This is an optimization exercise on Yosys and OpenROAD, whose aim is small area, not a production implementation.
The RTL was checked by simulation tests, not by an equivalence proof against the original design.
The clock port is modelled as an ideal driver; clocking choices that lean on that would not hold on a real chip.
No activity file was given, so power comes from the tool's default toggle rates.

==> design.v <==
module core#(
    parameter ADR_MSB = 15,
    parameter DAT_MSB = 15
)(
    input       wire            clk,
    input       wire            rst,
    input       wire            m_wait,
    input       wire[7:0]       m_idata,
    output      wire[7:0]       m_odata,
    output      wire[ADR_MSB:0] m_addr,
    output      wire            m_cs,
    output      wire            m_we
);
reg [15:0] dr;       
reg [15:0] ac;       
reg [15:0] ix;       
reg [15:0] lr;       
reg [15:0] pc;       
reg [5:0]  ir;       
reg        cf;       
reg st_m, st_a, st_b;
wire s_fetch  = st_b & ~st_m;
wire s_decode = st_a & ~st_b & ~st_m;
wire s_post   = st_m & ~st_b;
wire s_mem    = st_m & st_b;
wire s_hi     = st_a;
wire t        = st_a;                
wire is_ldi  = ~ir[4] & ~ir[3];      
wire is_st   = ir[4];                
wire w       = ir[2];
wire op_ld   = ~ir[5] & ~ir[4];      
wire op_alu  = ir[5] & ~ir[4] & ~ir[3];
wire op_mvx  = ir[5] & ~ir[4] &  ir[3];
wire op_jmp  = ir[5] &  ir[4] & ~ir[3];
wire op_jpc  = ir[5] &  ir[4] &  ir[3];
wire mem_op  = ~ir[5];
wire sel_pc  = ~st_m | is_ldi;
assign m_cs   = st_b;
assign m_we   = st_m & is_st;
assign m_addr = sel_pc ? pc : { ix[15:1], ix[0] | s_hi };
wire [15:0] st_src = ir[3] ? lr : ac;
assign m_odata = s_hi ? st_src[15:8] : st_src[7:0];
wire [2:0] s = ir[2:0];
wire [3:0] k;                        
assign k[0] = (s == 3'd3);                                   
assign k[1] = (s == 3'd1) | (s[1:0] == 2'd2) | (s == 3'd5);  
assign k[2] = (s == 3'd0) | (s[1:0] == 2'd2) | (s == 3'd5);  
assign k[3] = ~s[2] & ~(s[1] & ~s[0]) | (s[2] & ~s[1]);      
wire arith = ~s[2] & s[1];
wire sub   = arith & s[0];
wire ror   = &s;
wire ph1 = s_decode & op_alu;
wire ph2 = s_post & op_alu;
wire [7:0] a = ac[7:0];
wire [7:0] d = dr[7:0];
wire [8:0] nb = { 1'b0, st_m ? cf : ac[8], a[7:1] };    
wire [8:0] c;
wire [7:0] f, res;
assign c[0] = arith & (st_m ? t : s[0]);
genvar i;
generate
    for (i = 0; i < 8; i = i + 1) begin : g_alu
        assign f[i] = k[{a[i], d[i]}];
        assign c[i+1] = f[i] ? c[i] : (a[i] & arith);
        assign res[i] = f[i] ^ (c[i] | (ror & nb[i]));
    end
endgenerate
wire t_next = ror ? a[0] : c[8];
always @(posedge clk) begin
    if (rst) begin
        st_m <= (s_decode & ~mem_op) | (s_mem & ~st_a);
        st_a <= 1'b0;
        st_b <= 1'b0;
    end else if (s_mem) begin
        st_m <= m_wait | ~st_a;
        st_a <= st_a ? m_wait : (~m_wait & w);
        st_b <= m_wait | (~st_a & w);
    end else if (s_fetch) begin
        st_m <= 1'b0;
        st_a <= ~m_wait;
        st_b <= m_wait;
    end else if (s_decode) begin
        st_m <= 1'b1;
        st_a <= ~mem_op & t_next;
        st_b <= mem_op;
    end else begin                   
        st_m <= 1'b0;
        st_a <= 1'b0;
        st_b <= 1'b1;
    end
end
always @(posedge clk) begin
    if (s_fetch)
        ir <= m_idata[7:2];
end
wire ld_step = s_mem & op_ld & ~m_wait;
wire ld_last = s_post & op_ld;
wire alu_ph  = ph1 | ph2;
wire dr_hold = ~(ld_step | ld_last | alu_ph);
always @(posedge clk) begin
    if (~dr_hold)
        dr[7:0] <= dr[15:8];
    dr[15:8] <= ({8{alu_ph}} & dr[7:0]) | ({8{ld_step}} & m_idata) | ({8{dr_hold}} & dr[15:8]);
end
always @(posedge clk) begin
    if (s_decode & op_mvx)
        ix <= dr;
    if (s_decode & op_jmp & ir[0])
        lr <= pc;
end
wire zf = ~|ac;
wire take = op_jmp | (op_jpc & (ir[2] ? cf : zf));
wire ld_pc = s_decode & take;
wire inc = st_b & sel_pc & ~m_wait;
wire [16:0] pcc;
wire [15:0] pci;
assign pcc[0] = inc;
generate
    for (i = 0; i < 16; i = i + 1) begin : g_pc
        assign pci[i] = pc[i] ^ pcc[i];
        assign pcc[i+1] = pc[i] & pcc[i];
    end
endgenerate
always @(posedge clk) begin
    if (rst)
        pc <= 16'h0000;
    else if (ld_pc)
        pc <= dr;
    else
        pc <= pci;
end
always @(posedge clk) begin
    if (alu_ph) begin
        ac[7:0]  <= ac[15:8];
        ac[15:8] <= res;
    end
end
wire cf_keep = ~ph2 | (s == 3'd0);
always @(posedge clk)
    cf <= (cf_keep & cf) | (ph2 & arith & (c[8] ^ s[0])) | (ph2 & ror & t);
endmodule
==> flow/run.sh <==
#!/bin/bash
# Own layout flow: the standard ORFS flow (standard.sh), with
#  - an area-oriented ABC script for the combinational logic (the registers
#    are mapped exactly as in the standard synthesis; abc does not touch them),
#  - minimum-size buffers on the ports,
#  - a clock tree without dummy loads.
set -euo pipefail
HERE=$(pwd)
cat > "$HERE/flow/own_synth.tcl" <<EOT
proc abc {args} {
  set i [lsearch \$args -script]
  set args [lreplace \$args [expr {\$i+1}] [expr {\$i+1}] $HERE/flow/area.abc]
  yosys abc {*}\$args
}
source $HERE/synth_recipe.tcl
EOT
bash standard.sh SYNTH_SCRIPT="$HERE/flow/own_synth.tcl" \
  BUFFER_PORTS_ARGS="-buffer_cell sky130_fd_sc_hd__buf_1" \
  CTS_ARGS="-sink_clustering_enable -repair_clock_nets -buf_list sky130_fd_sc_hd__clkbuf_8 -dont_use_dummy_load" \
  finish > "$HERE/flow_make.log" 2>&1
==> flow/area.abc <==
strash
dc2
dch -f
amap
strash
dc2
dch
amap
strash
dch
amap
topo
==> flow/own_synth.tcl <==
proc abc {args} {
  set i [lsearch $args -script]
  set args [lreplace $args [expr {$i+1}] [expr {$i+1}] /design/flow/flow/area.abc]
  yosys abc {*}$args
}
source /design/flow/synth_recipe.tcl
==> standard.sh <==
#!/bin/bash
# synth_recipe.tcl (not shown) runs the flow's synth.tcl, then flattens the netlist and writes it again
# the make line also repeats each setting of config.mk as NAME=value (left out here)
make -C /OpenROAD-flow-scripts/flow DESIGN_CONFIG=/design/flow/config.mk WORK_HOME=/design/flow/orfs CLKGATE_MAP_FILE= SYNTH_SCRIPT=/design/flow/synth_recipe.tcl "${@:-finish}"
==> config.mk <==
export PLATFORM = sky130hd
export DESIGN_NAME = core
export DESIGN_NICKNAME = core
export VERILOG_FILES = /design/flow/design.v
export SDC_FILE = /design/flow/constraint.sdc
export NUM_CORES = 4
export LEC_CHECK = 0
export ABC_AREA = 1
export CAP_MARGIN = 20
export CORE_MARGIN = 2
export CORE_UTILIZATION = 70
export SETUP_SLACK_MARGIN = 0.2
export SLEW_MARGIN = 20
==> constraint.sdc <==
create_clock -name core_clock -period 5.0 [get_ports {clk}]
set_input_delay 1.0000 -clock core_clock [delete_from_list [all_inputs] [get_ports {clk}]]
set_output_delay 1.0000 -clock core_clock [all_outputs]
set_load 0.01 [all_outputs]
==> results of run 1 <==
worst paths after layout:
check	start	endpoint	slack, ns	cells past startpoint
setup / recovery	ir[2]	cf	0.36	24
hold / removal	dr[13]	ix[13]	0.46	0
setup reg to reg	ir[2]	cf	0.36	24
hold reg to reg	dr[13]	ix[13]	0.46	0
power breakdown:
| group | internal (uW) | switching [uW] |
|---|---|---|
| registers | 872 | 53.1 |
| clock network | 161 | 214 |
| logic | 125 | 207 |
| total | 1160 | 475 |
flip-flops by register name (all words and copies together), names as in the netlist:
name	count
ac	16
cf	1
dr	16
ir	6
ix	16
lr	16
pc	16
st_a	1
st_b	1
st_m	1
cells by family after synthesis:
kind of cell             Yosys count  synth area share
AO/OA/AOI/OAI                    138             0.229
flip-flops                        90             0.616
AND/OR/NAND/NOR                   68            0.0735
buffers and inverters             36            0.0344
adder cells (fa/ha/maj)           15            0.0477
layer usage:
metal | wire length, um | track usage | part of all wire
met1 | 4040 | 0.466 | 0.39
met2 | 5050 | 0.557 | 0.49
met3 | 876 | 0.0455 | 0.084
met4 | 393 | 0.152 | 0.038
met5 | 0 | 0 | 0
area by class of cell:
type,count,area (um2),share of cell area
clock buffers,9,124,0.0270
inverters,36,135,0.0295
multi-input cells,221,1490,0.326
flip-flops and latches,90,2420,0.529
well taps,72,90.1,0.0197
repair buffers,60,315,0.0689
metrics by stage:
step	hold WS, ns	power (uW)
after CTS	0.460	1580
after floorplan	0.416	1110
final	0.459	1630
after global placement	0.444	1210
after detailed placement	0.442	1220
after global routing	0.476	1690
layout by cell type (no fill, tap or decap), types with 9 or more instances in the layout:
master,count
buf_1,36
a22oi_1,10
o22a_1,15
o21ai_0,26
dfxtp_1,28
nand2_1,16
o22ai_1,31
edfxtp_1,62
clkinv_1,35
buf_4,24
a21oi_1,23
nor2_1,27
clkbuf_8,9
ha_1,15
timing repair:
item	in CTS	in global routing
pin swaps	1	15
hold buffers	0	0
endpoints found under the hold margin	0	0
setup buffers	1	11
gates resized for setup	2	22
setup endpoints to repair	2	3
==> out/metrics.yaml, run 1 <==
status:
  outcome: "no timing/DRC/antenna violations"
clock_network:
  clk_path_buf_depth: 2
  cts_tree: "yes"
  cts_buffers: 9
  clk_pin_slew_worst_paths_ns: 0.07
  h-tree-depth: 3
  clock-sinks: 90
  clkLatencyLatePin_ns: 0.36
  root_buffer: "clkbuf_8"
timing:
  relSlewSlack: 0.506
  fin_crit_sh: 0.927
  finalHoldViolCount: 0
  worst_slack_ns: 0.364
  fmax_mhz: 216
  post-route-min-period_ns: 4.64
  final-setup-viol-count: 0
  finalSetupTns_ns: 0
  maxSlewViolCount: 0
  tightest_slew_ns: 0.736
  clock_skew_ns: 0.0226
  rsz0062_at_grt: "false"
logic_synthesis:
  yosys-top-cells-count: "62 x edfxtp_1, 36 x clkinv_1, 34 x nor2_1, 32 x o22ai_1"
  synth_top_area_frac: 0.473
  syn_area_um2: 3930
  ys_types: 29
  synth.avg_cell_area_um2: 11.3
  synth_seq_cells: 90
  ys_async_sr_fraction: 0
  yosys_warnings: 1
  syn_nets: 373
  synth_most_common_cell: "edfxtp_1"
  synth_edf_count: 62
  yosysTopAreaCell: "edfxtp_1"
  netlist_instances: 347
  seq_area_frac_synth: 0.616
  synth_area_leaders: "edfxtp_1 47%, dfxtp_1 14%, o22ai_1 5.1%"
  ys.flop_type: "edfxtp_1"
worst_setup_path:
  crit_required_ns: 5.27
  cp_top_family: "compound AO/OA/AOI/OAI gates"
  end_kind: "flip-flop"
  arrival_ns: 4.90
  path_cells: "buf_4 -> buf_4 -> nor2_1 -> clkinv_1 -> o31ai_2 -> a222oi_1 -> nor2_1 -> a211oi_2 -> nor2_2 -> clkinv_1 -> o221ai_2 -> nand2_1 -> o221ai_2 -> a222oi_1 -> nor2_1 -> a211oi_2 -> nor2_2 -> a311oi_2 -> nor2_1 -> a31o_1 -> nor2_2 -> a211oi_2 -> a21oi_1 -> o22ai_1"
  criticalPathCategory: "reg2reg"
  critPathMaxFanout: 8
  crit_path_frequent_cell: "nor2_1"
  max_stage_delay_ns: 0.52
  cpMaxStageDelayCell: "edfxtp_1"
  cp-start-kind: "flip-flop"
  critical_path_buf_inv_count: 4
floorplanning:
  io_pins: 37
  fp.dieArea_um2: 6240
  die_h_um: 79.0
  start_util: 0.719
  rows: 27
  core-area_um2: 5470
  die_w_um: 79.0
routing:
  wl_um: 10400
  drc: 0
  vias: 3360
  drtIter0Drc: 360
  firstDrtPassIters: 5
  ant_nets: 0
  via_per_inst: 6.89
  wl_per_cell_um: 21.2
global_route:
  grt_pass1_wl_um: 15800
  antenna_found_initial: 0
  grt_max_degree: 29
  grt_pass1_vias: 3132
  grt_overflow: 0
  grt_usage: 0.342
placement:
  dp_hpwl_um: 7030
  gp_congestion: 1.03
  dp_cells: 467
  dpl-instance-area_um2: 4270
  io_buffers: 36
  place_ws_ns: 0.161
pwr:
  ir_worst_vdd_v: 0.000356
  power.density_nw_per_um2: 357
  p_leak_uw: 0.00157
cells_and_area:
  area_growth_pct: 16.4
  drive_gt1_frac: 0.135
  layout.nets: 444
  postLayoutCellArea_um2: 4580
  fillers: 315
  fin_util: 0.837
  diodes: 0
  fin_cells: 488
worst_hold_path:
  hp-class: "reg2reg"
run:
  drv_cap: 0
==> inputs of run 2 (changes only) <==
--- a/config.mk
+++ b/config.mk
@@ -10,4 +10,4 @@
 export CORE_MARGIN = 2
 export CORE_UTILIZATION = 70
-export SETUP_SLACK_MARGIN = 0.2
+export SETUP_SLACK_MARGIN = 0.1
 export SLEW_MARGIN = 20
==> out/metrics.yaml, run 2 <==
floorplanning:
  rows: 27  # unchanged
  io_pins: 37  # unchanged
  fp.dieArea_um2: 6240  # unchanged
  die_h_um: 79.0  # unchanged
  start_util: 0.719  # unchanged
  die_w_um: 79.0  # unchanged
  core-area_um2: 5470  # unchanged
timing:
  holdWs_ns: 0.461  # was 0.459 ns
  clock_skew_ns: 0.0206  # was 0.0226 ns
  tightest_slew_ns: 0.725  # was 0.736 ns
  fin_crit_sh: 0.916  # was 0.927
  finalSetupTns_ns: 0  # unchanged
  rsz0062_at_grt: "false"  # unchanged
  relSlewSlack: 0.514  # was 0.506
  maxSlewViolCount: 0  # unchanged
  final-setup-viol-count: 0  # unchanged
  post-route-min-period_ns: 4.58  # was 4.64 ns
  worst_slack_ns: 0.418  # was 0.364 ns
  fmax_mhz: 218  # was 216 MHz
  finalHoldViolCount: 0  # unchanged
global_route:
  grt_pass1_wl_um: 15800  # about the same
  top_usage_layer: "met2"  # unchanged
  use_met3: 0.0455  # unchanged
  antenna_found_initial: 0  # unchanged
  grt_overflow: 0  # unchanged
  grt_usage: 0.341  # was 0.342
  grt_max_degree: 29  # unchanged
  grt_use_met2: 0.553  # was 0.557
  grt_pass1_vias: 3133  # was 3132
  grtUsageMet1: 0.465  # was 0.466
worst_setup_path:
  crit_path_frequent_cell: "nor2_1"  # unchanged
  arrival_ns: 4.85  # was 4.90 ns
  cpMaxStageDelayCell: "edfxtp_1"  # unchanged
  end_kind: "flip-flop"  # unchanged
  cp_top_family: "compound AO/OA/AOI/OAI gates"  # unchanged
  crit_required_ns: 5.27  # about the same
  max_stage_delay_ns: 0.53  # was 0.52 ns
  cp-start-kind: "flip-flop"  # unchanged
  critPathMaxFanout: 8  # unchanged
  criticalPathCategory: "reg2reg"  # unchanged
  critical_path_buf_inv_count: 2  # was 4
worst_hold_path:
  hp-class: "reg2reg"  # unchanged
cells_and_area:
  mostFrequentLayoutCell: "edfxtp_1"  # unchanged
  postLayoutCellArea_um2: 4480  # was 4580 um2
  diodes: 0  # unchanged
  fin_cells: 483  # was 488
  layout.nets: 439  # was 444
  area_growth_pct: 13.8  # was 16.4%
  layout_common_cells: "62 x edfxtp_1, 36 x buf_1, 35 x clkinv_1, 32 x o22ai_1, 31 x nor2_1"  # was 62 x edfxtp_1, 36 x buf_1, 35 x clkinv_1, 31 x o22ai_1, 28 x dfxtp_1
  fillers: 336  # was 315
  drive_gt1_frac: 0.0973  # was 0.135
clock_network:
  root_buffer: "clkbuf_8"  # unchanged
  cts_buffers: 9  # unchanged
  clk_pin_slew_worst_paths_ns: 0.07  # about the same
  clock-sinks: 90  # unchanged
  postCtsHoldBufs: 0  # unchanged
  clkLatencyLatePin_ns: 0.36  # about the same
  h-tree-depth: 3  # unchanged
  cts_tree: "yes"  # unchanged
  clk_path_buf_depth: 2  # unchanged
logic_synthesis:
  yosys_warnings: 1  # unchanged
  netlist_instances: 347  # unchanged
  synthSimpleGateAreaFrac: 0.0735  # unchanged
  synth_fa_ha_area_frac: 0.0477  # unchanged
  synth_top_area_frac: 0.473  # unchanged
  synth_edf_count: 62  # unchanged
  ys.flop_type: "edfxtp_1"  # unchanged
  synth_xor_area_frac: 0  # unchanged
  synth_seq_cells: 90  # unchanged
  ys_types: 29  # unchanged
  synth_compound_area_frac: 0.229  # unchanged
  synthMuxAreaShare: 0  # unchanged
  ys_async_sr_fraction: 0  # unchanged
  syn_area_um2: 3930  # unchanged
  synth_most_common_cell: "edfxtp_1"  # unchanged
  synth.avg_cell_area_um2: 11.3  # unchanged
  synth_area_leaders: "edfxtp_1 47%, dfxtp_1 14%, o22ai_1 5.1%"  # unchanged
  yosysTopAreaCell: "edfxtp_1"  # unchanged
  yosys-top-cells-count: "62 x edfxtp_1, 36 x clkinv_1, 34 x nor2_1, 32 x o22ai_1"  # unchanged
  syn_nets: 373  # unchanged
  seq_area_frac_synth: 0.616  # unchanged
  synth_top_family_by_area: "compound AO/OA/AOI/OAI gates"  # unchanged
status:
  outcome: "no timing/DRC/antenna violations"  # unchanged
pwr:
  p_leak_uw: 0.00153  # was 0.00157 uW
  power_frac_comb: 0.192  # was 0.204
  p_int_uw: 1150  # was 1160 uW
  p_sw_uw: 458  # was 475 uW
  power.density_nw_per_um2: 359  # was 357 nW/um2
  swShare: 0.285  # was 0.291
  power.share.clock: 0.233  # was 0.230
  p_seq_frac: 0.575  # was 0.566
  ir_worst_vdd_v: 0.000353  # was 0.000356 V
routing:
  wl_um: 9920  # was 10400 um
  ant_nets: 0  # unchanged
  firstDrtPassIters: 6  # was 5
  drc: 0  # unchanged
  vias: 3249  # was 3360
  drtIter0Drc: 405  # was 360
  wl_per_cell_um: 20.5  # was 21.2 um
  via_per_inst: 6.73  # was 6.89
placement:
  gp_congestion: 1.03  # unchanged
  dp_cells: 467  # unchanged
  dpl-instance-area_um2: 4270  # unchanged
  dp_hpwl_um: 7030  # unchanged
  io_buffers: 36  # unchanged
  place_ws_ns: 0.161  # unchanged
run:
  drv_cap: 0  # unchanged
[run 2: timing repair]
item | in CTS | in global routing
resized for setup | 0 | 10
endpoints found under the setup margin | 0 | 3
setup buffers | 0 | 7
[run 2: path summary, 6_finish.rpt]
kind         slack (ns)  depth (start not counted)      to    from
max                0.42                         25      cf   ir[2]
min reg2reg        0.46                          0  ix[13]  dr[13]
min                0.46                          0  ix[13]  dr[13]
max reg2reg        0.42                         25      cf   ir[2]
[run 2: routing by layer]
| metal | part of all wire | routed length [um] | up-vias |
|---|---|---|---|
| li1 | - | - | 1488 |
| met2 | 0.48 | 4740 | 218 |
| met3 | 0.085 | 842 | 37 |
| met4 | 0.033 | 325 | 0 |
| met5 | 0 | 0 | - |
| met1 | 0.40 | 4020 | 1506 |
[run 2: area by class of cell]
| cell class | instances | area, um2 | area share |
|---|---|---|---|
| clock buffer | 9 | 124 | 0.0277 |
| inverter | 36 | 135 | 0.0302 |
| multi-input combinational | 221 | 1430 | 0.319 |
| sequential | 90 | 2420 | 0.541 |
| tap | 72 | 90.1 | 0.0201 |
| timing repair buffer | 55 | 278 | 0.0621 |
[run 2: metrics by stage]
step	total power [uW]	util
final	1610	0.818
after global routing	1670	0.818
after CTS	1580	0.802
after detailed placement	1220	0.779
after global placement	1210	0.779
after floorplan	1110	-
[run 2: worst register-to-register path: stages, from the launching register on]
cell and delay, ns:
edfxtp_1 0.53, nor2_2 0.15, nor2_1 0.06, buf_4 0.16
o22ai_1 0.15, nor2_1 0.07, a31oi_2 0.19, nor2_1 0.07
a222oi_1 0.31, nor2_1 0.12, a211oi_2 0.24, nor2_1 0.11
clkinv_1 0.06, o221ai_1 0.12, nand2_1 0.11, o221ai_1 0.16
a222oi_1 0.43, nor2_1 0.13, a211oi_2 0.19, nor2_1 0.11
a311oi_2 0.28, nor2_1 0.10, a31o_1 0.22, a211oi_1 0.24
a21oi_1 0.06, o22ai_1 0.13
[run 2: power by group through the flow]
| stage | Combinational, uW | Clock (uW) | Sequential (uW) |
|---|---|---|---|
| after floorplan | 185 | 0 | 927 |
| after global placement | 274 | 0 | 936 |
| after detailed placement | 281 | 0 | 938 |
| after CTS | 285 | 373 | 922 |
| after global routing | 340 | 397 | 932 |
| final | 308 | 374 | 924 |
[run 2: logic make-up after synthesis]
logic type | Yosys count
AOI/OAI and AO/OA | 138
adders and majority gates | 15
buffers and inverters | 36
DFF | 90
and+or+nand+nor | 68
==> inputs of run 3 (changes only) <==
--- a/config.mk
+++ b/config.mk
@@ -10,4 +10,4 @@
 export CORE_MARGIN = 2
 export CORE_UTILIZATION = 70
-export SETUP_SLACK_MARGIN = 0.1
+export SETUP_SLACK_MARGIN = 0.2
 export SLEW_MARGIN = 20
removed: flow/own_synth.tcl
==> out/metrics.yaml, run 3 <==
placement:
  io_buffers: 36  # unchanged
  gp_congestion: 1.03  # unchanged
  dpl-instance-area_um2: 4270  # unchanged
  dp_hpwl_um: 7030  # unchanged
clock_network:
  clk_path_buf_depth: 2  # unchanged
  clock-sinks: 90  # unchanged
  h-tree-depth: 3  # unchanged
  cts_tree: "yes"  # unchanged
  cts_buffers: 9  # unchanged
  clkLatencyLatePin_ns: 0.36  # about the same
  root_buffer: "clkbuf_8"  # unchanged
  clk_pin_slew_worst_paths_ns: 0.07  # about the same
floorplanning:
  die_w_um: 79.0  # unchanged
  start_util: 0.719  # unchanged
  die_h_um: 79.0  # unchanged
  core-area_um2: 5470  # unchanged
  rows: 27  # unchanged
  io_pins: 37  # unchanged
  fp.dieArea_um2: 6240  # unchanged
logic_synthesis:
  synth_top_area_frac: 0.473  # unchanged
  synth.avg_cell_area_um2: 11.3  # unchanged
  synth_seq_cells: 90  # unchanged
  syn_area_um2: 3930  # unchanged
  synthSimpleGateAreaFrac: 0.0735  # unchanged
  netlist_instances: 347  # unchanged
  synth_edf_count: 62  # unchanged
  yosys_warnings: 1  # unchanged
  yosys-top-cells-count: "62 x edfxtp_1, 36 x clkinv_1, 34 x nor2_1, 32 x o22ai_1"  # unchanged
  yosysTopAreaCell: "edfxtp_1"  # unchanged
  synthMuxAreaShare: 0  # unchanged
  synth_area_leaders: "edfxtp_1 47%, dfxtp_1 14%, o22ai_1 5.1%"  # unchanged
  ys.flop_type: "edfxtp_1"  # unchanged
  synth_fa_ha_area_frac: 0.0477  # unchanged
  synth_xor_area_frac: 0  # unchanged
  ys_types: 29  # unchanged
  seq_area_frac_synth: 0.616  # unchanged
  synth_compound_area_frac: 0.229  # unchanged
  synth_most_common_cell: "edfxtp_1"  # unchanged
  syn_nets: 373  # unchanged
  synth_top_family_by_area: "compound AO/OA/AOI/OAI gates"  # unchanged
  ys_async_sr_fraction: 0  # unchanged
timing:
  fin_crit_sh: 0.927  # was 0.916
  final-setup-viol-count: 0  # unchanged
  finalSetupTns_ns: 0  # unchanged
  relSlewSlack: 0.506  # was 0.514
  clock_skew_ns: 0.0226  # was 0.0206 ns
  tightest_slew_ns: 0.736  # was 0.725 ns
  finalHoldViolCount: 0  # unchanged
  post-route-min-period_ns: 4.64  # was 4.58 ns
  rsz0062_at_grt: "false"  # unchanged
  maxSlewViolCount: 0  # unchanged
  fmax_mhz: 216  # was 218 MHz
  holdWs_ns: 0.459  # was 0.461 ns
worst_hold_path:
  hp-class: "reg2reg"  # unchanged
  holdPathStages: 0  # unchanged
routing:
  wl_um: 10400  # was 9920 um
  drc: 0  # unchanged
  vias: 3360  # was 3249
  wl_per_cell_um: 21.2  # was 20.5 um
  drtIter0Drc: 360  # was 405
  firstDrtPassIters: 5  # was 6
  via_per_inst: 6.89  # was 6.73
  ant_nets: 0  # unchanged
global_route:
  grt_max_degree: 29  # unchanged
  grt_pass1_vias: 3132  # was 3133
  grt_pass1_wl_um: 15800  # about the same
  antenna_found_initial: 0  # unchanged
  grt_overflow: 0  # unchanged
  grt_usage: 0.342  # was 0.341
worst_setup_path:
  cp-start-kind: "flip-flop"  # unchanged
  arrival_ns: 4.90  # was 4.85 ns
  cpMaxStageDelayCell: "edfxtp_1"  # unchanged
  max_stage_delay_ns: 0.52  # was 0.53 ns
  critPathMaxFanout: 8  # unchanged
  crit_path_frequent_cell: "nor2_1"  # unchanged
  r2r_cells: 24  # was 25
  crit_required_ns: 5.27  # about the same
  end_kind: "flip-flop"  # unchanged
  path_cells: "buf_4 -> buf_4 -> nor2_1 -> clkinv_1 -> o31ai_2 -> a222oi_1 -> nor2_1 -> a211oi_2 -> nor2_2 -> clkinv_1 -> o221ai_2 -> nand2_1 -> o221ai_2 -> a222oi_1 -> nor2_1 -> a211oi_2 -> nor2_2 -> a311oi_2 -> nor2_1 -> a31o_1 -> nor2_2 -> a211oi_2 -> a21oi_1 -> o22ai_1"
  criticalPathCategory: "reg2reg"  # unchanged
pwr:
  total_power_uw: 1630  # was 1610 uW
  p_leak_uw: 0.00157  # was 0.00153 uW
  ir_worst_vdd_v: 0.000356  # was 0.000353 V
  power.density_nw_per_um2: 357  # was 359 nW/um2
cells_and_area:
  diodes: 0  # unchanged
  layout.nets: 444  # was 439
  area_growth_pct: 16.4  # was 13.8%
  fin_util: 0.837  # was 0.818
  layout_common_cells: "62 x edfxtp_1, 36 x buf_1, 35 x clkinv_1, 31 x o22ai_1, 28 x dfxtp_1"  # was 62 x edfxtp_1, 36 x buf_1, 35 x clkinv_1, 32 x o22ai_1, 31 x nor2_1
  fillers: 315  # was 336
  postLayoutCellArea_um2: 4580  # was 4480 um2
  mostFrequentLayoutCell: "edfxtp_1"  # unchanged
  drive_gt1_frac: 0.135  # was 0.0973
status:
  outcome: "no timing/DRC/antenna violations"  # unchanged
run:
  drv_cap: 0  # unchanged
## run 3: worst paths after layout
check	startpoint	endpoint	slack, ns
max	ir[2]	cf	0.36
min	dr[13]	ix[13]	0.46
max reg2reg	ir[2]	cf	0.36
min reg2reg	dr[13]	ix[13]	0.46
## run 3: repair_timing
item | in CTS | in global routing
gates resized for setup | 2 | 22
buffers inserted | 1 | 11
hold buffers | 0 | 0
setup endpoints to repair | 2 | 3
pin swaps | 1 | 15
## run 3: report_power, final
| group | internal (uW) | switching (uW) |
|---|---|---|
| logic | 125 | 207 |
| clock network | 161 | 214 |
| registers | 872 | 53.1 |
| total | 1160 | 475 |
## run 3: area by class of cell
cell class,count,area [um2],area share
Clock buffer,9,124,0.0270
Tap cell,72,90.1,0.0197
Inverter,36,135,0.0295
Multi-Input combinational cell,221,1490,0.326
Timing Repair Buffer,60,315,0.0689
Sequential cell,90,2420,0.529
## run 3: metrics by stage
stage,worst slack [ns],cells
after floorplan,0.454,347
after global placement,0.247,467
after detailed placement,0.161,467
after CTS,0.224,477
after global routing,0.0706,488
final,0.364,488
## run 3: logic make-up (layout without fill, tap and decap cells)
kind of cell / count (synthesis) / after routing
adders and majority gates: 15 / 15
and+or+nand+nor: 68 / 68
DFF: 90 / 90
buffers and inverters: 36 / 105
AOI/OAI and AO/OA: 138 / 138
## run 3: critical path, delay by kind of cell, from the launching register on
kind	cells	cell delay (ns)
AOI/OAI and AO/OA	12	1.78
buffers and inverters	4	0.80
DFF	1	0.52
and+or+nand+nor	8	1.45
## run 3: metal layers
metal	vias up	GRT usage	share of wire
met5	-	0	0
met4	0	0.152	0.038
met3	46	0.0455	0.084
met2	240	0.557	0.49
met1	1575	0.466	0.39
li1	1499	-	-
==> inputs of run 4 (changes only) <==
--- a/config.mk
+++ b/config.mk
@@ -10,4 +10,4 @@
 export CORE_MARGIN = 2
 export CORE_UTILIZATION = 70
-export SETUP_SLACK_MARGIN = 0.2
+export SETUP_SLACK_MARGIN = 0.1
 export SLEW_MARGIN = 20
==> out/metrics.yaml, run 4 <==
status:
  outcome: "no timing/DRC/antenna violations"  # unchanged
timing:
  tightest_slew_ns: 0.725  # was 0.736 ns
  fmax_mhz: 218  # was 216 MHz
  post-route-min-period_ns: 4.58  # was 4.64 ns
  maxSlewViolCount: 0  # unchanged
  rsz0062_at_grt: "false"  # unchanged
  holdWs_ns: 0.461  # was 0.459 ns
  finalHoldViolCount: 0  # unchanged
  finalSetupTns_ns: 0  # unchanged
  fin_crit_sh: 0.916  # was 0.927
  relSlewSlack: 0.514  # was 0.506
  final-setup-viol-count: 0  # unchanged
  clock_skew_ns: 0.0206  # was 0.0226 ns
routing:
  via_per_inst: 6.73  # was 6.89
  wl_um: 9920  # was 10400 um
  ant_nets: 0  # unchanged
  vias: 3249  # was 3360
  firstDrtPassIters: 6  # was 5
  drtIter0Drc: 405  # was 360
  wl_per_cell_um: 20.5  # was 21.2 um
  drc: 0  # unchanged
logic_synthesis:
  synth_most_common_cell: "edfxtp_1"  # unchanged
  yosys_warnings: 1  # unchanged
  netlist_instances: 347  # unchanged
  synth.avg_cell_area_um2: 11.3  # unchanged
  yosysTopAreaCell: "edfxtp_1"  # unchanged
  yosys-top-cells-count: "62 x edfxtp_1, 36 x clkinv_1, 34 x nor2_1, 32 x o22ai_1"  # unchanged
  ys.flop_type: "edfxtp_1"  # unchanged
  synth_top_area_frac: 0.473  # unchanged
  seq_area_frac_synth: 0.616  # unchanged
  ys_async_sr_fraction: 0  # unchanged
  synth_edf_count: 62  # unchanged
  syn_nets: 373  # unchanged
  synth_area_leaders: "edfxtp_1 47%, dfxtp_1 14%, o22ai_1 5.1%"  # unchanged
  syn_area_um2: 3930  # unchanged
  synth_seq_cells: 90  # unchanged
  ys_types: 29  # unchanged
placement:
  dp_hpwl_um: 7030  # unchanged
  dpl-instance-area_um2: 4270  # unchanged
  io_buffers: 36  # unchanged
  gp_congestion: 1.03  # unchanged
clock_network:
  cts_buffers: 9  # unchanged
  clock-sinks: 90  # unchanged
  root_buffer: "clkbuf_8"  # unchanged
  cts_tree: "yes"  # unchanged
  clk_path_buf_depth: 2  # unchanged
  h-tree-depth: 3  # unchanged
  clk_pin_slew_worst_paths_ns: 0.07  # about the same
  postCtsHoldBufs: 0  # unchanged
  clkLatencyLatePin_ns: 0.36  # about the same
worst_setup_path:
  critical_path_buf_inv_count: 2  # was 4
  cp_top_family: "compound AO/OA/AOI/OAI gates"  # unchanged
  end_kind: "flip-flop"  # unchanged
  critPathMaxFanout: 8  # unchanged
  cp-start-kind: "flip-flop"  # unchanged
  crit_path_frequent_cell: "nor2_1"  # unchanged
  crit_required_ns: 5.27  # about the same
  arrival_ns: 4.85  # was 4.90 ns
  worst-path-stages: 25  # was 24
  cpMaxStageDelayCell: "edfxtp_1"  # unchanged
  max_stage_delay_ns: 0.53  # was 0.52 ns
  r2r_cells: 25  # was 24
  criticalPathCategory: "reg2reg"  # unchanged
cells_and_area:
  mostFrequentLayoutCell: "edfxtp_1"  # unchanged
  layout.nets: 439  # was 444
  diodes: 0  # unchanged
  drive_gt1_frac: 0.0973  # was 0.135
  area_growth_pct: 13.8  # was 16.4%
  postLayoutCellArea_um2: 4480  # was 4580 um2
  layout_common_cells: "62 x edfxtp_1, 36 x buf_1, 35 x clkinv_1, 32 x o22ai_1, 31 x nor2_1"  # was 62 x edfxtp_1, 36 x buf_1, 35 x clkinv_1, 31 x o22ai_1, 28 x dfxtp_1
  fin_util: 0.818  # was 0.837
floorplanning:
  start_util: 0.719  # unchanged
  fp.dieArea_um2: 6240  # unchanged
  die_w_um: 79.0  # unchanged
  io_pins: 37  # unchanged
  die_h_um: 79.0  # unchanged
  rows: 27  # unchanged
  core-area_um2: 5470  # unchanged
pwr:
  p_int_uw: 1150  # was 1160 uW
  p_sw_uw: 458  # was 475 uW
  power.density_nw_per_um2: 359  # was 357 nW/um2
  p_leak_uw: 0.00153  # was 0.00157 uW
  power_frac_comb: 0.192  # was 0.204
  power.share.clock: 0.233  # was 0.230
  p_seq_frac: 0.575  # was 0.566
  ir_worst_vdd_v: 0.000353  # was 0.000356 V
  swShare: 0.285  # was 0.291
global_route:
  grt_pass1_vias: 3133  # was 3132
  grt_usage: 0.341  # was 0.342
  grt_max_degree: 29  # unchanged
  grt_pass1_wl_um: 15800  # about the same
  antenna_found_initial: 0  # unchanged
  grt_overflow: 0  # unchanged
worst_hold_path:
  holdPathStages: 0  # unchanged
  hp-class: "reg2reg"  # unchanged
run:
  drv_cap: 0  # unchanged
## run 4: cell counts after synthesis
Identical to the previous run, type by type.
## run 4: metrics by stage
stage	setup WS, ns	power (uW)	std cells
global route	0.0199	1670	483
detailed placement	0.161	1220	467
global placement	0.247	1210	467
floorplan	0.454	1110	347
finish	0.418	1610	483
CTS	0.102	1580	476
## run 4: cell families (layout without fill, tap and decap cells)
group	after synthesis	count (layout)	share of synthesized area
AND/OR/NAND/NOR	68	68	0.0735
buffers and inverters	36	100	0.0344
AO/OA/AOI/OAI	138	138	0.229
flip-flops	90	90	0.616
adder cells (fa/ha/maj)	15	15	0.0477
## run 4: final timing paths
path | startpoint | slack (ns) | to
setup / recovery | ir[2] | 0.42 | cf
hold / removal | dr[13] | 0.46 | ix[13]
setup reg to reg | ir[2] | 0.42 | cf
hold reg to reg | dr[13] | 0.46 | ix[13]
## run 4: metal layers
| metal | part of all wire | routed length, um | vias up | track usage |
|---|---|---|---|---|
| met3 | 0.085 | 842 | 37 | 0.0455 |
| li1 | - | - | 1488 | - |
| met4 | 0.033 | 325 | 0 | 0.155 |
| met5 | 0 | 0 | - | 0 |
| met1 | 0.40 | 4020 | 1506 | 0.465 |
| met2 | 0.48 | 4740 | 218 | 0.553 |
## run 4: layout make-up
type,instances,area (um2)
repair buffers,55,278
multi-input cells,221,1430
flip-flops and latches,90,2420
inverters,36,135
fillers,336,997
well taps,72,90.1
clock buffers,9,124
## run 4: timing repair
action	4_1_cts	5_1_grt
setup endpoints to repair	0	3
gates resized for setup	0	10
buffers inserted	0	7
## run 4: power by group through the flow
stage	clock (uW)	combinational [uW]	sequential, uW
2_1_floorplan	0	185	927
3_3_place_gp	0	274	936
3_5_place_dp	0	281	938
4_1_cts	373	285	922
5_1_grt	397	340	932
6_report	374	308	924
==> inputs of run 5 (changes only) <==
--- a/flow/run.sh
+++ b/flow/run.sh
@@ -17,4 +17,4 @@
 bash standard.sh SYNTH_SCRIPT="$HERE/flow/own_synth.tcl" \
   BUFFER_PORTS_ARGS="-buffer_cell sky130_fd_sc_hd__buf_1" \
-  CTS_ARGS="-sink_clustering_enable -repair_clock_nets -buf_list sky130_fd_sc_hd__clkbuf_8 -dont_use_dummy_load" \
+  CTS_ARGS="-buf_list sky130_fd_sc_hd__clkbuf_16 -root_buf sky130_fd_sc_hd__clkbuf_16 -sink_clustering_enable -sink_clustering_size 90 -sink_clustering_max_diameter 1000 -dont_use_dummy_load -repair_clock_nets" \
   finish > "$HERE/flow_make.log" 2>&1
==> flow/own_synth.tcl (new file) <==
proc abc {args} {
  set i [lsearch $args -script]
  set args [lreplace $args [expr {$i+1}] [expr {$i+1}] /design/flow/flow/area.abc]
  yosys abc {*}$args
}
source /design/flow/synth_recipe.tcl
==> out/metrics.yaml, run 5 <==
worst_setup_path:
  critPathLaunch: "ir[2]"  # unchanged
  crit_required_ns: 5.20  # was 5.27 ns
  arrival_ns: 4.87  # was 4.85 ns
  end_kind: "flip-flop"  # unchanged
  r2r_start: "ir[2]"  # unchanged
  cp-start-kind: "flip-flop"  # unchanged
  criticalPathCategory: "reg2reg"  # unchanged
  critPathMaxFanout: 8  # unchanged
status:
  outcome: "no timing/DRC/antenna violations"  # unchanged
placement:
  dp_cells: 467  # unchanged
  dpl-instance-area_um2: 4270  # unchanged
  io_buffers: 36  # unchanged
  dp_hpwl_um: 7030  # unchanged
  gp_congestion: 1.03  # unchanged
global_route:
  antenna_found_initial: 0  # unchanged
  grt_usage: 0.346  # was 0.341
  grt_pass1_vias: 3169  # was 3133
  grt_overflow: 0  # unchanged
  grt_pass1_wl_um: 16200  # was 15800 um
  grt_max_degree: 29  # unchanged
timing:
  relSlewSlack: 0.513  # was 0.514
  final-setup-viol-count: 0  # unchanged
  clock_skew_ns: 0.0144  # was 0.0206 ns
  fin_crit_sh: 0.935  # was 0.916
  fmax_mhz: 214  # was 218 MHz
  maxSlewViolCount: 0  # unchanged
  rsz0062_at_grt: "false"  # unchanged
  finalSetupTns_ns: 0  # unchanged
  tightest_slew_ns: 0.728  # was 0.725 ns
  post-route-min-period_ns: 4.68  # was 4.58 ns
  finalHoldViolCount: 0  # unchanged
logic_synthesis:
  synth_top_family_by_area: "compound AO/OA/AOI/OAI gates"  # unchanged
  synthSimpleGateAreaFrac: 0.0735  # unchanged
  synth_compound_area_frac: 0.229  # unchanged
  synth.avg_cell_area_um2: 11.3  # unchanged
  ys.flop_type: "edfxtp_1"  # unchanged
  ys_async_sr_fraction: 0  # unchanged
  syn_nets: 373  # unchanged
  seq_area_frac_synth: 0.616  # unchanged
  yosys-top-cells-count: "62 x edfxtp_1, 36 x clkinv_1, 34 x nor2_1, 32 x o22ai_1"  # unchanged
  syn_area_um2: 3930  # unchanged
  synth_area_leaders: "edfxtp_1 47%, dfxtp_1 14%, o22ai_1 5.1%"  # unchanged
  yosys_warnings: 1  # unchanged
  synth_edf_count: 62  # unchanged
  netlist_instances: 347  # unchanged
  synth_seq_cells: 90  # unchanged
  synthMuxAreaShare: 0  # unchanged
  ys_types: 29  # unchanged
  synth_top_area_frac: 0.473  # unchanged
  synth_fa_ha_area_frac: 0.0477  # unchanged
  synth_most_common_cell: "edfxtp_1"  # unchanged
  synth_xor_area_frac: 0  # unchanged
  yosysTopAreaCell: "edfxtp_1"  # unchanged
cells_and_area:
  drive_gt1_frac: 0.112  # was 0.0973
  area_growth_pct: 17.1  # was 13.8%
  fin_util: 0.842  # was 0.818
  postLayoutCellArea_um2: 4610  # was 4480 um2
  multi_input_area_um2: 1450  # was 1430 um2
  layout.nets: 440  # was 439
  fillers: 305  # was 336
  layout_common_cells: "62 x edfxtp_1, 36 x buf_1, 35 x clkinv_1, 32 x o22ai_1, 29 x nor2_1"  # was 62 x edfxtp_1, 36 x buf_1, 35 x clkinv_1, 32 x o22ai_1, 31 x nor2_1
  mostFrequentLayoutCell: "edfxtp_1"  # unchanged
  diodes: 0  # unchanged
  regArea_um2: 2420  # unchanged
  fin_cells: 484  # was 483
routing:
  vias: 3301  # was 3249
  firstDrtPassIters: 5  # was 6
  wl_um: 10300  # was 9920 um
  drc: 0  # unchanged
  drtIter0Drc: 378  # was 405
  via_per_inst: 6.82  # was 6.73
  ant_nets: 0  # unchanged
  wl_per_cell_um: 21.3  # was 20.5 um
pwr:
  p_sw_uw: 489  # was 458 uW
  power.share.clock: 0.308  # was 0.233
  p_seq_frac: 0.515  # was 0.575
  p_int_uw: 1310  # was 1150 uW
  swShare: 0.272  # was 0.285
  ir_worst_vdd_v: 0.000330  # was 0.000353 V
  power_frac_comb: 0.177  # was 0.192
  p_leak_uw: 0.00158  # was 0.00153 uW
  power.density_nw_per_um2: 390  # was 359 nW/um2
run:
  drv_cap: 0  # unchanged
worst_hold_path:
  hp-class: "reg2reg"  # unchanged
  hp-start: "dr[14]"  # was dr[13]
clock_network:
  clk_path_buf_depth: 2  # unchanged
  cts_buffers: 9  # unchanged
  h-tree-depth: 3  # unchanged
  clkLatencyLatePin_ns: 0.33  # was 0.36 ns
  clock-sinks: 90  # unchanged
  cts_tree: "yes"  # unchanged
  root_buffer: "clkbuf_16"  # was clkbuf_8
  clk_pin_slew_worst_paths_ns: 0.06  # was 0.07 ns
floorplanning:
  rows: 27  # unchanged
  die_w_um: 79.0  # unchanged
  core-area_um2: 5470  # unchanged
  start_util: 0.719  # unchanged
  die_h_um: 79.0  # unchanged
  fp.dieArea_um2: 6240  # unchanged
  io_pins: 37  # unchanged
[run 5: cell types whose count changed in the layout (fill, tap and decap cells not counted), sizes merged]
| cell | previous run | this run |
|---|---|---|
| buf | 55 | 56 |
[run 5: final cells by class]
type / instances / area share
multi-input combinational: 221 / 0.314
tap: 72 / 0.0196
clock buffer: 9 / 0.0489
inverter: 36 / 0.0293
timing repair buffer: 56 / 0.0619
sequential: 90 / 0.526
[run 5: repair_timing]
item | 4_1_cts | 5_1_grt
gates resized for setup | 1 | 14
hold endpoints to repair | 0 | 0
buffers inserted | 1 | 7
setup endpoints to repair | 1 | 3
hold buffers | 0 | 0
pin swaps | 1 | 14
[run 5: layer usage]
layer | track usage | routed length [um] | up-vias
li1 | - | - | 1485
met1 | 0.478 | 4210 | 1553
met2 | 0.565 | 4950 | 225
met3 | 0.0455 | 813 | 38
met4 | 0.134 | 336 | 0
met5 | 0 | 0 | -
[run 5: cells by family after synthesis]
logic type | after synthesis
AO/OA/AOI/OAI | 138
adder cells (fa/ha/maj) | 15
buffers and inverters | 36
flip-flops | 90
AND/OR/NAND/NOR | 68
[run 5: power by group through the flow]
stage	sequential (uW)	combinational, uW	clock (uW)
after floorplan	927	185	0
after global placement	936	274	0
after detailed placement	938	281	0
after CTS	924	289	548
after global routing	933	349	577
final	926	318	552
[run 5: worst max-delay path, stage by stage (launching register included)]
cell	delay, ns
edfxtp_1	0.50
nor2_2	0.15
nor2_1	0.05
buf_4	0.16
o22ai_1	0.20
nor2_1	0.08
a31oi_2	0.20
nor2_1	0.07
a222oi_1	0.30
nor2_1	0.13
a211oi_2	0.27
nor2_2	0.09
clkinv_1	0.06
o221ai_1	0.12
nand2_1	0.14
o221ai_2	0.11
a222oi_1	0.46
nor2_1	0.14
a211oi_2	0.24
nor2_2	0.08
a311oi_2	0.25
nor2_1	0.10
a31o_1	0.24
nor2_1	0.14
a211oi_2	0.06
a21oi_1	0.12
o22ai_1	0.08
[run 5: worst paths after layout]
| check | to | slack, ns | cells past startpoint |
|---|---|---|---|
| hold reg to reg | dr[6] | 0.46 | 0 |
| setup reg to reg | cf | 0.32 | 26 |
| setup / recovery | cf | 0.32 | 26 |
| hold / removal | dr[6] | 0.46 | 0 |
[run 5: stage by stage]
| stage | hold WS, ns | power, uW | setup WS [ns] |
|---|---|---|---|
| floorplan | 0.416 | 1110 | 0.454 |
| CTS | 0.461 | 1760 | 0.135 |
| global placement | 0.444 | 1210 | 0.247 |
| global route | 0.474 | 1860 | 0.000579 |
| detailed placement | 0.442 | 1220 | 0.161 |
| finish | 0.461 | 1800 | 0.324 |
==> inputs of run 6 (changes only) <==
--- a/flow/run.sh
+++ b/flow/run.sh
@@ -4,5 +4,7 @@
 #    are mapped exactly as in the standard synthesis; abc does not touch them),
 #  - minimum-size buffers on the ports,
-#  - a clock tree without dummy loads.
+#  - a one-level clock tree: the clock port drives a few clock buffers, each
+#    driving the clock pins of one group of nearby registers (own_cts.tcl,
+#    run just before TritonCTS, which then leaves the clock net alone).
 set -euo pipefail
 HERE=$(pwd)
@@ -15,6 +17,9 @@
 source $HERE/synth_recipe.tcl
 EOT
+export OWN_NCLK=3
+export OWN_CLKBUF=sky130_fd_sc_hd__clkbuf_16
 bash standard.sh SYNTH_SCRIPT="$HERE/flow/own_synth.tcl" \
   BUFFER_PORTS_ARGS="-buffer_cell sky130_fd_sc_hd__buf_1" \
-  CTS_ARGS="-buf_list sky130_fd_sc_hd__clkbuf_16 -root_buf sky130_fd_sc_hd__clkbuf_16 -sink_clustering_enable -sink_clustering_size 90 -sink_clustering_max_diameter 1000 -dont_use_dummy_load -repair_clock_nets" \
+  PRE_CTS_TCL="$HERE/flow/own_cts.tcl" \
+  CTS_ARGS="-sink_clustering_enable -repair_clock_nets -buf_list sky130_fd_sc_hd__clkbuf_16 -dont_use_dummy_load" \
   finish > "$HERE/flow_make.log" 2>&1
==> flow/own_cts.tcl (new file) <==
# Clock tree: the clock port drives NCLK clock buffers, each driving the
# clock pins of one group of registers (grouped by placement, k-means).
set nclk [expr {[info exists ::env(OWN_NCLK)] ? $::env(OWN_NCLK) : 3}]
set bufcell [expr {[info exists ::env(OWN_CLKBUF)] ? $::env(OWN_CLKBUF) : "sky130_fd_sc_hd__clkbuf_16"}]
set block [ord::get_db_block]
set net [$block findNet clk]
set sinks {}
foreach it [$net getITerms] {
  set inst [$it getInst]
  set bb [$inst getBBox]
  set x [expr {([$bb xMin] + [$bb xMax]) / 2.0}]
  set y [expr {([$bb yMin] + [$bb yMax]) / 2.0}]
  lappend sinks [list [$inst getName] [[$it getMTerm] getName] $x $y]
}
# k-means, seeded along x
set sorted [lsort -real -index 2 $sinks]
set n [llength $sorted]
set cent {}
for {set k 0} {$k < $nclk} {incr k} {
  set s [lindex $sorted [expr {int(($k + 0.5) * $n / $nclk)}]]
  lappend cent [list [lindex $s 2] [lindex $s 3]]
}
for {set iter 0} {$iter < 50} {incr iter} {
  set groups {}
  for {set k 0} {$k < $nclk} {incr k} { lappend groups {} }
  foreach s $sinks {
    set best 0; set bd 1e30
    for {set k 0} {$k < $nclk} {incr k} {
      set c [lindex $cent $k]
      set d [expr {abs([lindex $s 2] - [lindex $c 0]) + abs([lindex $s 3] - [lindex $c 1])}]
      if {$d < $bd} { set bd $d; set best $k }
    }
    lset groups $best [concat [lindex $groups $best] [list $s]]
  }
  set cent {}
  foreach g $groups {
    set sx 0; set sy 0
    foreach s $g { set sx [expr {$sx + [lindex $s 2]}]; set sy [expr {$sy + [lindex $s 3]}] }
    set m [llength $g]
    if {$m == 0} { set m 1 }
    lappend cent [list [expr {$sx / $m}] [expr {$sy / $m}]]
  }
}
set dbu [$block getDbUnitsPerMicron]
for {set k 0} {$k < $nclk} {incr k} {
  set g [lindex $groups $k]
  if {[llength $g] == 0} continue
  set pins {}
  foreach s $g { lappend pins [get_pins "[lindex $s 0]/[lindex $s 1]"] }
  set c [lindex $cent $k]
  set lx [expr {[lindex $c 0] / $dbu}]
  set ly [expr {[lindex $c 1] / $dbu}]
  puts "clock group $k: [llength $g] sinks, buffer at $lx $ly"
  insert_buffer -buffer_cell $bufcell -net clk -load_pins $pins -location [list $lx $ly] -buffer_name clkbuf_g$k -net_name clknet_g$k
}
==> out/metrics.yaml, run 6 <==
timing:
  relSlewSlack: 0.521  # was 0.513
  clock_skew_ns: 0.0289  # was 0.0144 ns
  worst_slack_ns: 0.438  # was 0.324 ns
  final-setup-viol-count: 0  # unchanged
  post-route-min-period_ns: 4.56  # was 4.68 ns
  finalHoldViolCount: 0  # unchanged
  fin_crit_sh: 0.912  # was 0.935
  rsz0062_at_grt: "false"  # unchanged
  finalSetupTns_ns: 0  # unchanged
  holdWs_ns: 0.458  # was 0.461 ns
  fmax_mhz: 219  # was 214 MHz
  tightest_slew_ns: 0.715  # was 0.728 ns
  maxSlewViolCount: 0  # unchanged
placement:
  dpl-instance-area_um2: 4270  # unchanged
  place_ws_ns: 0.161  # unchanged
  dp_hpwl_um: 7030  # unchanged
  gp_congestion: 1.03  # unchanged
  io_buffers: 36  # unchanged
worst_setup_path:
  crit_end: "cf"  # unchanged
  critPathLaunch: "ir[2]"  # unchanged
  worstReg2RegEnd: "cf"  # unchanged
  criticalPathCategory: "reg2reg"  # unchanged
  r2r_cells: 25  # was 26
  crit_required_ns: 5.09  # was 5.20 ns
  cp_top_family: "compound AO/OA/AOI/OAI gates"  # unchanged
  arrival_ns: 4.65  # was 4.87 ns
  r2r_start: "ir[2]"  # unchanged
  max_stage_delay_ns: 0.55  # was 0.50 ns
  cpMaxStageDelayCell: "edfxtp_1"  # unchanged
  r2r_slack_ns: 0.44  # was 0.32 ns
  cp-start-kind: "flip-flop"  # unchanged
  critPathMaxFanout: 8  # unchanged
  worst-path-stages: 25  # was 26
  critical_path_buf_inv_count: 2  # unchanged
  end_kind: "flip-flop"  # unchanged
  crit_path_frequent_cell: "nor2_1"  # unchanged
logic_synthesis:
  yosys-top-cells-count: "62 x edfxtp_1, 36 x clkinv_1, 34 x nor2_1, 32 x o22ai_1"  # unchanged
  yosys_warnings: 1  # unchanged
  ys_types: 29  # unchanged
  synth_area_leaders: "edfxtp_1 47%, dfxtp_1 14%, o22ai_1 5.1%"  # unchanged
  syn_nets: 373  # unchanged
  ys.flop_type: "edfxtp_1"  # unchanged
  syn_area_um2: 3930  # unchanged
  synth_most_common_cell: "edfxtp_1"  # unchanged
  synth_seq_cells: 90  # unchanged
  synth_top_area_frac: 0.473  # unchanged
  synth_edf_count: 62  # unchanged
  netlist_instances: 347  # unchanged
  synth.avg_cell_area_um2: 11.3  # unchanged
  ys_async_sr_fraction: 0  # unchanged
  seq_area_frac_synth: 0.616  # unchanged
  yosysTopAreaCell: "edfxtp_1"  # unchanged
floorplanning:
  core-area_um2: 5470  # unchanged
  fp.dieArea_um2: 6240  # unchanged
  rows: 27  # unchanged
  die_h_um: 79.0  # unchanged
  start_util: 0.719  # unchanged
  die_w_um: 79.0  # unchanged
  io_pins: 37  # unchanged
cells_and_area:
  postLayoutCellArea_um2: 4430  # was 4610 um2
  layout.nets: 433  # was 440
  mostFrequentLayoutCell: "edfxtp_1"  # unchanged
  layout_common_cells: "62 x edfxtp_1, 36 x buf_1, 35 x clkinv_1, 32 x o22ai_1, 31 x nor2_1"  # was 62 x edfxtp_1, 36 x buf_1, 35 x clkinv_1, 32 x o22ai_1, 29 x nor2_1
  diodes: 0  # unchanged
  area_growth_pct: 12.7  # was 17.1%
  fillers: 354  # was 305
  drive_gt1_frac: 0.0864  # was 0.112
pwr:
  power.share.clock: 0.184  # was 0.308
  p_int_uw: 1100  # was 1310 uW
  power_frac_comb: 0.203  # was 0.177
  swShare: 0.273  # was 0.272
  total_power_uw: 1510  # was 1800 uW
  p_sw_uw: 411  # was 489 uW
  ir_worst_vdd_v: 0.000426  # was 0.000330 V
  power.density_nw_per_um2: 340  # was 390 nW/um2
  p_leak_uw: 0.00150  # was 0.00158 uW
  p_seq_frac: 0.613  # was 0.515
routing:
  wl_um: 9800  # was 10300 um
  via_per_inst: 6.75  # was 6.82
  ant_nets: 0  # unchanged
  vias: 3218  # was 3301
  drtIter0Drc: 289  # was 378
  wl_per_cell_um: 20.5  # was 21.3 um
  firstDrtPassIters: 5  # unchanged
  drc: 0  # unchanged
global_route:
  grt_pass1_vias: 3044  # was 3169
  grt_overflow: 0  # unchanged
  antenna_found_initial: 0  # unchanged
  grt_usage: 0.320  # was 0.346
  grt_pass1_wl_um: 15500  # was 16200 um
  grt_max_degree: 38  # was 29
status:
  outcome: "no timing/DRC/antenna violations"  # unchanged
clock_network:
  clkLatencyLatePin_ns: 0.18  # was 0.33 ns
  clk_pin_slew_worst_paths_ns: 0.10  # was 0.06 ns
  postCtsHoldBufs: 0  # unchanged
worst_hold_path:
  hp-class: "reg2reg"  # unchanged
run:
  drv_cap: 0  # unchanged
## run 6: layout make-up, without the clock buffers
cell class | instances | area [um2] | area share
Sequential cell | 90 | 2420 | 0.546
Multi-Input combinational cell | 221 | 1430 | 0.323
Timing Repair Buffer | 55 | 278 | 0.0627
Inverter | 36 | 135 | 0.0305
Tap cell | 72 | 90.1 | 0.0203
## run 6: cell families (layout without fill, tap and decap cells)
group | count (synthesis) | count (layout) | synth area share
compound gates | 138 | 138 | 0.229
flops | 90 | 90 | 0.616
simple gates | 68 | 68 | 0.0735
buf+inv | 36 | 94 | 0.0344
fa+ha+maj | 15 | 15 | 0.0477
## run 6: worst min path at each step
stage,cells past startpoint,slack [ns],start,end
after global routing,0,0.48,pc[15],lr[15]
after CTS,0,0.44,pc[15],lr[15]
after detailed placement,0,0.44,pc[15],lr[15]
final,0,0.46,pc[15],lr[15]
after floorplan,0,0.42,pc[15],lr[15]
after global placement,0,0.44,dr[11],ix[11]
## run 6: worst reg2reg max path, cell delays in order, from the launching register on
cell and delay (ns):
edfxtp_1 0.55, nor2_2 0.20, nor2_1 0.06, buf_4 0.16
o22ai_1 0.16, nor2_1 0.07, a31oi_2 0.20, nor2_1 0.07
a222oi_1 0.32, nor2_1 0.12, a211oi_2 0.24, nor2_1 0.11
clkinv_1 0.06, o221ai_1 0.12, nand2_1 0.14, o221ai_2 0.12
a222oi_1 0.42, nor2_1 0.13, a211oi_2 0.19, nor2_1 0.10
a311oi_2 0.22, nor2_1 0.10, a31o_1 0.23, a211oi_1 0.24
a21oi_1 0.06, o22ai_1 0.12
## run 6: power groups by stage
stage / sequential [uW] / clock [uW] / combinational (uW)
detailed placement: 938 / 0 / 281
global route: 932 / 297 / 340
finish: 924 / 277 / 307
CTS: 939 / 217 / 284
global placement: 936 / 0 / 274
floorplan: 927 / 0 / 185
## run 6: per-stage QoR
| stage | std cells | util |
|---|---|---|
| floorplan | 347 | - |
| global placement | 467 | 0.779 |
| detailed placement | 467 | 0.779 |
| CTS | 470 | 0.793 |
| global route | 477 | 0.810 |
| finish | 477 | 0.810 |
## run 6: metal layers
metal	global-route usage	up-vias	part of all wire	wire, um
met3	0.0227	32	0.068	666
met1	0.461	1536	0.41	4040
met5	0	-	0	0
li1	-	1470	-	-
met2	0.543	180	0.49	4820
met4	0.0707	0	0.029	280
## run 6: what timing repair did
| action | in CTS | in global routing |
|---|---|---|
| buffers inserted | 0 | 7 |
| setup endpoints to repair | 0 | 3 |
| resized for setup | 0 | 11 |
==> inputs of run 7 (changes only) <==
--- a/flow/run.sh
+++ b/flow/run.sh
@@ -6,6 +6,9 @@
 #  - a one-level clock tree: the clock port drives a few clock buffers, each
 #    driving the clock pins of one group of nearby registers (own_cts.tcl,
-#    run just before TritonCTS, which then leaves the clock net alone).
+#    run just before TritonCTS, which then leaves the clock net alone),
+#  - no large buffers for the resizer's repairs (the platform's dont-use
+#    list plus buf_4 and up).
 set -euo pipefail
+DONT_USE="sky130_fd_sc_hd__probe_p_8 sky130_fd_sc_hd__probec_p_8 sky130_fd_sc_hd__lpflow_bleeder_1 sky130_fd_sc_hd__lpflow_clkbufkapwr_1 sky130_fd_sc_hd__lpflow_clkbufkapwr_16 sky130_fd_sc_hd__lpflow_clkbufkapwr_2 sky130_fd_sc_hd__lpflow_clkbufkapwr_4 sky130_fd_sc_hd__lpflow_clkbufkapwr_8 sky130_fd_sc_hd__lpflow_clkinvkapwr_1 sky130_fd_sc_hd__lpflow_clkinvkapwr_16 sky130_fd_sc_hd__lpflow_clkinvkapwr_2 sky130_fd_sc_hd__lpflow_clkinvkapwr_4 sky130_fd_sc_hd__lpflow_clkinvkapwr_8 sky130_fd_sc_hd__lpflow_decapkapwr_12 sky130_fd_sc_hd__lpflow_decapkapwr_3 sky130_fd_sc_hd__lpflow_decapkapwr_4 sky130_fd_sc_hd__lpflow_decapkapwr_6 sky130_fd_sc_hd__lpflow_decapkapwr_8 sky130_fd_sc_hd__lpflow_inputiso0n_1 sky130_fd_sc_hd__lpflow_inputiso0p_1 sky130_fd_sc_hd__lpflow_inputiso1n_1 sky130_fd_sc_hd__lpflow_inputiso1p_1 sky130_fd_sc_hd__lpflow_inputisolatch_1 sky130_fd_sc_hd__lpflow_isobufsrc_1 sky130_fd_sc_hd__lpflow_isobufsrc_16 sky130_fd_sc_hd__lpflow_isobufsrc_2 sky130_fd_sc_hd__lpflow_isobufsrc_4 sky130_fd_sc_hd__lpflow_isobufsrc_8 sky130_fd_sc_hd__lpflow_isobufsrckapwr_16 sky130_fd_sc_hd__lpflow_lsbuf_lh_hl_isowell_tap_1 sky130_fd_sc_hd__lpflow_lsbuf_lh_hl_isowell_tap_2 sky130_fd_sc_hd__lpflow_lsbuf_lh_hl_isowell_tap_4 sky130_fd_sc_hd__lpflow_lsbuf_lh_isowell_4 sky130_fd_sc_hd__lpflow_lsbuf_lh_isowell_tap_1 sky130_fd_sc_hd__lpflow_lsbuf_lh_isowell_tap_2 sky130_fd_sc_hd__lpflow_lsbuf_lh_isowell_tap_4 sky130_fd_sc_hd__buf_4 sky130_fd_sc_hd__buf_6 sky130_fd_sc_hd__buf_8 sky130_fd_sc_hd__buf_12 sky130_fd_sc_hd__buf_16 sky130_fd_sc_hd__bufinv_16 sky130_fd_sc_hd__bufbuf_16 sky130_fd_sc_hd__bufbuf_8"
 HERE=$(pwd)
 cat > "$HERE/flow/own_synth.tcl" <<EOT
@@ -17,8 +20,9 @@
 source $HERE/synth_recipe.tcl
 EOT
-export OWN_NCLK=3
+export OWN_NCLK=4
 export OWN_CLKBUF=sky130_fd_sc_hd__clkbuf_16
 bash standard.sh SYNTH_SCRIPT="$HERE/flow/own_synth.tcl" \
   BUFFER_PORTS_ARGS="-buffer_cell sky130_fd_sc_hd__buf_1" \
+  DONT_USE_CELLS="$DONT_USE" \
   PRE_CTS_TCL="$HERE/flow/own_cts.tcl" \
   CTS_ARGS="-sink_clustering_enable -repair_clock_nets -buf_list sky130_fd_sc_hd__clkbuf_16 -dont_use_dummy_load" \
==> out/metrics.yaml, run 7 <==
routing:
  drc: 0  # unchanged
  via_per_inst: 6.94  # was 6.75
  firstDrtPassIters: 5  # unchanged
  wl_um: 10200  # was 9800 um
  ant_nets: 0  # unchanged
  vias: 3326  # was 3218
  wl_per_cell_um: 21.4  # was 20.5 um
  drtIter0Drc: 389  # was 289
worst_setup_path:
  end_kind: "flip-flop"  # unchanged
  criticalPathCategory: "reg2reg"  # unchanged
  arrival_ns: 4.56  # was 4.65 ns
  r2r_slack_ns: 0.47  # was 0.44 ns
  crit_required_ns: 5.03  # was 5.09 ns
  cp-start-kind: "flip-flop"  # unchanged
  critPathMaxFanout: 7  # was 8
global_route:
  grtUsageMet1: 0.454  # was 0.461
  antenna_found_initial: 0  # unchanged
  top_usage_layer: "met2"  # unchanged
  use_met3: 0.0261  # was 0.0227
  grt_pass1_wl_um: 15900  # was 15500 um
  grt_overflow: 0  # unchanged
  grt_max_degree: 28  # was 38
  grt_usage: 0.328  # was 0.320
  grt_pass1_vias: 3092  # was 3044
  grt_use_met2: 0.565  # was 0.543
logic_synthesis:
  yosysTopAreaCell: "edfxtp_1"  # unchanged
  synth_edf_count: 62  # unchanged
  synth_most_common_cell: "edfxtp_1"  # unchanged
  yosys_warnings: 1  # unchanged
  seq_area_frac_synth: 0.616  # unchanged
  synth_compound_area_frac: 0.229  # unchanged
  synth_xor_area_frac: 0  # unchanged
  syn_nets: 373  # unchanged
  synth_top_area_frac: 0.473  # unchanged
  synthMuxAreaShare: 0  # unchanged
  netlist_instances: 347  # unchanged
  synth_fa_ha_area_frac: 0.0477  # unchanged
  yosys-top-cells-count: "62 x edfxtp_1, 36 x clkinv_1, 34 x nor2_1, 32 x o22ai_1"  # unchanged
  ys_types: 29  # unchanged
  synth.avg_cell_area_um2: 11.3  # unchanged
  syn_area_um2: 3930  # unchanged
  synthSimpleGateAreaFrac: 0.0735  # unchanged
  ys.flop_type: "edfxtp_1"  # unchanged
  synth_area_leaders: "edfxtp_1 47%, dfxtp_1 14%, o22ai_1 5.1%"  # unchanged
  synth_top_family_by_area: "compound AO/OA/AOI/OAI gates"  # unchanged
  synth_seq_cells: 90  # unchanged
  ys_async_sr_fraction: 0  # unchanged
placement:
  io_buffers: 36  # unchanged
  gp_congestion: 1.01  # was 1.03
  dpl-instance-area_um2: 4220  # was 4270 um2
  dp_hpwl_um: 7300  # was 7030 um
clock_network:
  clkLatencyLatePin_ns: 0.16  # was 0.18 ns
  clk_pin_slew_worst_paths_ns: 0.08  # was 0.10 ns
cells_and_area:
  diodes: 0  # unchanged
  mostFrequentLayoutCell: "edfxtp_1"  # unchanged
  area_growth_pct: 12.3  # was 12.7%
  layout.nets: 435  # was 433
  layout_common_cells: "62 x edfxtp_1, 53 x buf_1, 34 x clkinv_1, 32 x o22ai_1, 31 x nor2_1"  # was 62 x edfxtp_1, 36 x buf_1, 35 x clkinv_1, 32 x o22ai_1, 31 x nor2_1
  postLayoutCellArea_um2: 4420  # was 4430 um2
  drive_gt1_frac: 0.0614  # was 0.0864
floorplanning:
  core-area_um2: 5470  # unchanged
  rows: 27  # unchanged
  die_w_um: 79.0  # unchanged
  io_pins: 37  # unchanged
  die_h_um: 79.0  # unchanged
  fp.dieArea_um2: 6240  # unchanged
  start_util: 0.719  # unchanged
run:
  drv_cap: 0  # unchanged
pwr:
  ir_worst_vdd_v: 0.000406  # was 0.000426 V
  total_power_uw: 1550  # was 1510 uW
  p_leak_uw: 0.00146  # was 0.00150 uW
  power.density_nw_per_um2: 351  # was 340 nW/um2
worst_hold_path:
  hp-class: "reg2reg"  # unchanged
timing:
  rsz0062_at_grt: "false"  # unchanged
  fin_crit_sh: 0.905  # was 0.912
  clock_skew_ns: 0.0148  # was 0.0289 ns
  maxSlewViolCount: 0  # unchanged
  final-setup-viol-count: 0  # unchanged
  tightest_slew_ns: 1.03  # was 0.715 ns
  holdWs_ns: 0.467  # was 0.458 ns
  relSlewSlack: 0.314  # was 0.521
  finalHoldViolCount: 0  # unchanged
  post-route-min-period_ns: 4.53  # was 4.56 ns
  fmax_mhz: 221  # was 219 MHz
  finalSetupTns_ns: 0  # unchanged
status:
  outcome: "no timing/DRC/antenna violations"  # unchanged
run 7: cell counts after synthesis:
Identical to the previous run, type by type.
run 7: area by class of cell, without the clock buffers:
cell class	instances	area, um2
inverters	36	135
multi-input cells	221	1460
flip-flops and latches	90	2420
fillers	345	1050
repair buffers	56	214
well taps	72	90.1
run 7: worst paths after layout:
check | from | to | cells past startpoint
hold reg to reg | dr[14] | dr[6] | 0
setup / recovery | ir[2] | cf | 25
setup reg to reg | ir[2] | cf | 25
hold / removal | dr[14] | dr[6] | 0
run 7: critical path: stages (launching register included):
cell and delay [ns]:
edfxtp_1 0.54, nor2_2 0.21, nor2_1 0.08, o22ai_1 0.16, nor2_1 0.09, a31oi_4 0.18
nor2_1 0.07, a222oi_1 0.27, nor2_1 0.14, a211oi_2 0.29, nor2_2 0.08, clkinv_1 0.05
o221ai_1 0.12, nand2_1 0.13, o221ai_2 0.11, a222oi_1 0.38, nor2_1 0.13, a211oi_2 0.20
nor2_1 0.12, a311oi_2 0.29, nor2_1 0.10, a31o_1 0.24, nor2_1 0.12, a211oi_2 0.06
a21oi_1 0.14, o22ai_1 0.08
run 7: report_power, final:
group | leakage [uW] | switching [uW] | internal [uW] | total [uW]
clock network | 0.0000493 | 174 | 146 | 320
registers | 0.000772 | 55.5 | 872 | 927
logic | 0.000636 | 198 | 105 | 303
run 7: timing repair:
action	CTS	global route
endpoints found under the setup margin	0	3
buffers inserted	0	7
hold buffers	0	0
resized for setup	0	17
run 7: per-layer routing:
metal / up-vias / part of all wire
met3: 34 / 0.078
met1: 1593 / 0.39
met4: 0 / 0.033
met2: 219 / 0.50
li1: 1480 / -
met5: - / 0
run 7: logic make-up (layout without fill, tap and decap cells):
group	count (synthesis)	count (layout)
AND/OR/NAND/NOR	68	68
buffers and inverters	36	96
AO/OA/AOI/OAI	138	138
adder cells (fa/ha/maj)	15	15
flip-flops	90	90
run 7: per-stage QoR:
step,setup slack [ns],util,instances
global placement,0.336,0.772,468
detailed placement,0.221,0.772,468
floorplan,0.454,-,347
CTS,0.139,0.790,472
finish,0.473,0.807,479
global route,0.0638,0.807,479

-- re-timing with driven ports --
In the flow no input, the clock included, has a driving cell. The finished layouts below were timed again as built, in two steps.
Step 1, drivers: a clkbuf_16 drives clk and a buf_2 each remaining input, both assumed.
Step 2, shift: input delay + t, output delay - t, t = (earliest + latest rising clock arrival at the registers) / 2. This alone moves slack from input paths to output paths.
Three values: no drivers, after step 1, after step 2; two values: the first two.
run | shift t [ns] | slack for setup (ns)
run 1 | 0.377 | 0.364 / 0.364 / 0.364
run 2 | 0.379 | 0.418 / 0.418 / 0.418
run 3 | 0.377 | 0.364 / 0.364 / 0.364
run 4 | 0.379 | 0.418 / 0.418 / 0.418
run 5 | 0.359 | 0.324 / 0.324 / 0.324
run 6 | 0.231 | 0.438 / 0.438 / 0.438
run 7 | 0.230 | 0.473 / 0.473 / 0.443
After both steps every run listed still meets setup and hold.
